What follows belongs to an exercise in optimizing a design on an open flow for small area; a production flow would make more cautious choices.
The RTL was checked by simulation tests, not by an equivalence proof against the original design.
Power figures rest on the tool's default switching activity, not on a simulated workload. The flow treats the clock pin as an ideal source, which a real chip does not have.

Design top, start of the top module:
module top #(parameter n = 16, parameter k = 8)
(
  input clk,
  input rstn,
  input  [n * k - 1 : 0] in,
  output [n * k - 1 : 0] out
);
reg [4:0] age;
always @(posedge clk or negedge rstn) begin
  if (!rstn)
    age <= 5'd0;
  else if (age != 5'd17)
    age <= age + 5'd1;
end
wire valid = (age == 5'd17);
wire [7:0] x_0 = in[7:0];
wire [7:0] x_1 = in[15:8];
wire [7:0] x_2 = in[23:16];
wire [7:0] x_3 = in[31:24];
wire [7:0] x_4 = in[39:32];
wire [7:0] x_5 = in[47:40];
wire [7:0] x_6 = in[55:48];
wire [7:0] x_7 = in[63:56];
wire [7:0] x_8 = in[71:64];
wire [7:0] x_9 = in[79:72];
wire [7:0] x_10 = in[87:80];
wire [7:0] x_11 = in[95:88];
wire [7:0] x_12 = in[103:96];
wire [7:0] x_13 = in[111:104];
wire [7:0] x_14 = in[119:112];
wire [7:0] x_15 = in[127:120];
wire [7:0] c0_lo, c0_hi;
cas u_cas0 (.a(x_0), .b(x_13), .lo(c0_lo), .hi(c0_hi));
wire [7:0] c1_lo, c1_hi;
cas u_cas1 (.a(x_1), .b(x_12), .lo(c1_lo), .hi(c1_hi));
wire [7:0] c2_lo, c2_hi;
cas u_cas2 (.a(x_2), .b(x_15), .lo(c2_lo), .hi(c2_hi));
wire [7:0] c3_lo, c3_hi;
cas u_cas3 (.a(x_3), .b(x_14), .lo(c3_lo), .hi(c3_hi));
wire [7:0] c4_lo, c4_hi;
cas u_cas4 (.a(x_4), .b(x_8), .lo(c4_lo), .hi(c4_hi));
wire [7:0] c5_lo, c5_hi;
cas u_cas5 (.a(x_5), .b(x_6), .lo(c5_lo), .hi(c5_hi));
wire [7:0] c6_lo, c6_hi;
cas u_cas6 (.a(x_7), .b(x_11), .lo(c6_lo), .hi(c6_hi));
wire [7:0] c7_lo, c7_hi;
cas u_cas7 (.a(x_9), .b(x_10), .lo(c7_lo), .hi(c7_hi));
reg [127:0] s0;
always @(posedge clk) s0 <= {c2_hi, c3_hi, c0_hi, c1_hi, c6_hi, c7_hi, c7_lo, c4_hi, c6_lo, c5_hi, c5_lo, c4_lo, c3_lo, c2_lo, c1_lo, c0_lo};
wire [7:0] s0_0 = s0[7:0];
wire [7:0] s0_1 = s0[15:8];
wire [7:0] s0_2 = s0[23:16];
wire [7:0] s0_3 = s0[31:24];
wire [7:0] s0_4 = s0[39:32];
wire [7:0] s0_5 = s0[47:40];
wire [7:0] s0_6 = s0[55:48];
wire [7:0] s0_7 = s0[63:56];
  ...
==> flow/config.mk <==
export PLATFORM = sky130hd
export DESIGN_NAME = top
export DESIGN_NICKNAME = top
export VERILOG_FILES = /design/flow/design.v
export SDC_FILE = /design/flow/constraint.sdc
export NUM_CORES = 4
export LEC_CHECK = 0
export CAP_MARGIN = 20
export CORE_MARGIN = 2
export CORE_UTILIZATION = 40
export SLEW_MARGIN = 20
==> flow/constraint.sdc <==
create_clock -name core_clock -period 4.0 [get_ports {clk}]
set_input_delay 0.8000 -clock core_clock [delete_from_list [all_inputs] [get_ports {clk}]]
set_output_delay 0.8000 -clock core_clock [all_outputs]
set_load 0.01 [all_outputs]
standard.sh (not shown) runs the stock make flow with config.mk's settings and CLKGATE_MAP_FILE= SYNTH_SCRIPT=/design/flow/synth_recipe.tcl, a recipe that flattens the netlist after the stock synthesis.
==> flow/flow/run.sh <==
#!/bin/bash
# Standard synthesis and layout, with these changes to how the layout is made:
#  - after synthesis, 2:1 mux cells that share a select are rewritten as
#    o22a/o22ai cells with one inverter per select (muxrw.py);
#  - the ports are buffered with the smallest buffer;
#  - clock tree synthesis adds no dummy loads;
#  - after placement repair, gates with slack are downsized, then slew and
#    capacitance are repaired again (post_resize.tcl).
set -euo pipefail
F=$(pwd)/flow
R=orfs/results/sky130hd/top/base
export BUFFER_PORTS_ARGS="-buffer_cell sky130_fd_sc_hd__buf_1"
export CTS_ARGS="-sink_clustering_enable -repair_clock_nets -dont_use_dummy_load -buf_list {sky130_fd_sc_hd__clkbuf_4 sky130_fd_sc_hd__clkbuf_8}"
export POST_RESIZE_TCL=$F/post_resize.tcl
bash standard.sh synth > synth.log 2>&1
cp $R/1_2_yosys.v $R/1_2_yosys.std.v
python3 $F/muxrw.py $R/1_2_yosys.std.v $R/1_2_yosys.v > muxrw.log 2>&1
rm -f $R/1_synth.odb
bash standard.sh synth > synth_odb.log 2>&1
bash standard.sh finish > layout.log 2>&1
Other scripts of this flow, unchanged in this note and not shown: flow/flow/muxrw.py, flow/flow/post_resize.tcl
Change:
--- a/flow/flow/run.sh
+++ b/flow/flow/run.sh
@@ -11,5 +11,5 @@
 R=orfs/results/sky130hd/top/base
 export BUFFER_PORTS_ARGS="-buffer_cell sky130_fd_sc_hd__buf_1"
-export CTS_ARGS="-sink_clustering_enable -repair_clock_nets -dont_use_dummy_load -buf_list {sky130_fd_sc_hd__clkbuf_4 sky130_fd_sc_hd__clkbuf_8}"
+export CTS_ARGS="-sink_clustering_enable -repair_clock_nets -dont_use_dummy_load"
 export POST_RESIZE_TCL=$F/post_resize.tcl
 bash standard.sh synth > synth.log 2>&1
What happened: Total power climbs by 2.0%; global-route usage hardly moves; setup slack gains 190 ps; worst hold slack gains 140 ps; clock power climbs by about 9%; die area is unchanged; final cell count drops by 1.9%.
Change:
--- a/flow/flow/run.sh
+++ b/flow/flow/run.sh
@@ -11,5 +11,5 @@
 R=orfs/results/sky130hd/top/base
 export BUFFER_PORTS_ARGS="-buffer_cell sky130_fd_sc_hd__buf_1"
-export CTS_ARGS="-sink_clustering_enable -repair_clock_nets -dont_use_dummy_load"
+export CTS_ARGS="-sink_clustering_enable -repair_clock_nets -dont_use_dummy_load -sink_clustering_size 34 -sink_clustering_max_diameter 80 -buf_list {sky130_fd_sc_hd__clkbuf_16}"
 export POST_RESIZE_TCL=$F/post_resize.tcl
 bash standard.sh synth > synth.log 2>&1
After rerunning: Cell area goes down by 4.1%. Clock-buffer cell count goes down by 107. Worst hold slack improved by 11 ps. Core utilization goes down by 1.8 points. Routed wire length goes down by 2.2%. Sequential cell count does not change. Clock skew goes up by 7.2 ps.

Setup of the reference run:
Another version of the RTL of top (not shown whole).
Size in the first run: about 4,500 cells after synthesis, ~260 I/O pins, ~0.056 sq mm of cells after synthesis.
==> flow/config.mk <==
export PLATFORM = sky130hd
export DESIGN_NAME = top
export DESIGN_NICKNAME = top
export VERILOG_FILES = /design/flow/design.v
export SDC_FILE = /design/flow/constraint.sdc
export NUM_CORES = 4
export LEC_CHECK = 0
export CAP_MARGIN = 20
export CORE_MARGIN = 2
export CORE_UTILIZATION = 60
export SETUP_SLACK_MARGIN = 0.15
export SLEW_MARGIN = 20
==> flow/constraint.sdc <==
create_clock -name core_clock -period 4.0 [get_ports {clk}]
set_input_delay 0.8000 -clock core_clock [delete_from_list [all_inputs] [get_ports {clk}]]
set_output_delay 0.8000 -clock core_clock [all_outputs]
set_load 0.01 [all_outputs]
==> flow/flow/run.sh <==
#!/bin/bash
# Standard synthesis and layout, with these changes to how the layout is made:
#  - the RTL's gate modules (sky_<cell>) are mapped to the sky130 cells of
#    the same function before synthesis (cellmap.py), so synthesis keeps them;
#  - after synthesis, 2:1 mux cells that share a select are rewritten as
#    o22a/o22ai cells with one inverter per select (muxrw.py);
#  - the ports are buffered with the smallest buffer;
#  - clock tree synthesis adds no dummy loads and clusters up to 30 sinks;
#  - after placement repair, gates with slack are downsized, then slew and
#    capacitance are repaired again (post_resize.tcl).
set -euo pipefail
F=$(pwd)/flow
R=orfs/results/sky130hd/top/base
export BUFFER_PORTS_ARGS="-buffer_cell sky130_fd_sc_hd__buf_1"
export CTS_ARGS="-sink_clustering_enable -repair_clock_nets -dont_use_dummy_load -sink_clustering_size 30 -sink_clustering_max_diameter 80 -buf_list {sky130_fd_sc_hd__clkbuf_8 sky130_fd_sc_hd__clkbuf_16}"
export POST_RESIZE_TCL=$F/post_resize.tcl
cp design.v design.rtl.v
python3 $F/cellmap.py design.rtl.v design.v > cellmap.log 2>&1
bash standard.sh synth > synth.log 2>&1
cp $R/1_2_yosys.v $R/1_2_yosys.std.v
python3 $F/muxrw.py $R/1_2_yosys.std.v $R/1_2_yosys.v > muxrw.log 2>&1
rm -f $R/1_synth.odb
bash standard.sh synth > synth_odb.log 2>&1
bash standard.sh finish > layout.log 2>&1
Other scripts of this flow, unchanged in this note and not shown: flow/flow/cellmap.py, flow/flow/muxrw.py, flow/flow/post_resize.tcl
For the trial run, these inputs were changed with respect to the reference run:
- removing SETUP_SLACK_MARGIN (formerly 0.15)
## What came out
- Diff the reference run -> the trial run: wire length of the first global-routing pass now sits at about the same level; net switching power of the design decreased by 0.11 mW relative to the old numbers; proportion of power drawn by the clock network ~0 delta; power density over the cells now sits at about the same level.
- Critical path startpoint: s0[56] -> the trial run, s2[48] -> the reference run
- Compared with the reference run, in the trial run sequential share of cell area picked up an extra 0.18 points, placer congestion estimate neither gained nor lost much.
- Looking at capture point of the critical path, the s3[50] result is from the reference run; the s1[9] one comes from the trial run.

[afterwards: timing with drivers on the ports]
Ports are ideal in the flow. The routed layouts listed here were re-timed in OpenROAD. Step 1 (the two cells are an assumption about what drives the block):
set clk [get_ports {clk}]
set_driving_cell -lib_cell sky130_fd_sc_hd__clkbuf_16 $clk
set_driving_cell -lib_cell sky130_fd_sc_hd__buf_2 [delete_from_list [all_inputs] $clk]
Step 2 moves the port delays by t, midway between the first and last clock arrival at a register: inputs arrive t later, outputs are due t later. That takes back most of the time a late clock gives input paths. a / b / c = ideal ports / drivers / drivers and shift; a / b = the first two.
run	shift t [ns]	setup WS [ns]	clock arrival spread, ns	slew at the worst register clock pin (ns)	cell pins on the clock port's net
the first run of note 1	1.025	0.274 / 0.202 / 0.856	0.122 / 0.122	0.06 / 0.06	1
the second run of note 1	0.843	0.464 / 0.390 / 0.877	0.098 / 0.097	0.06 / 0.06	1
the third run of note 1	0.750	0.378 / 0.303 / 0.872	0.108 / 0.108	0.12 / 0.12	1
the reference run	0.709	0.204 / 0.204 / 0.204	0.044 / 0.044	0.11 / 0.11	1
the trial run	0.711	0.058 / 0.058 / 0.058	0.046 / 0.046	0.11 / 0.11	1
After both steps setup and hold are still met in every run listed.
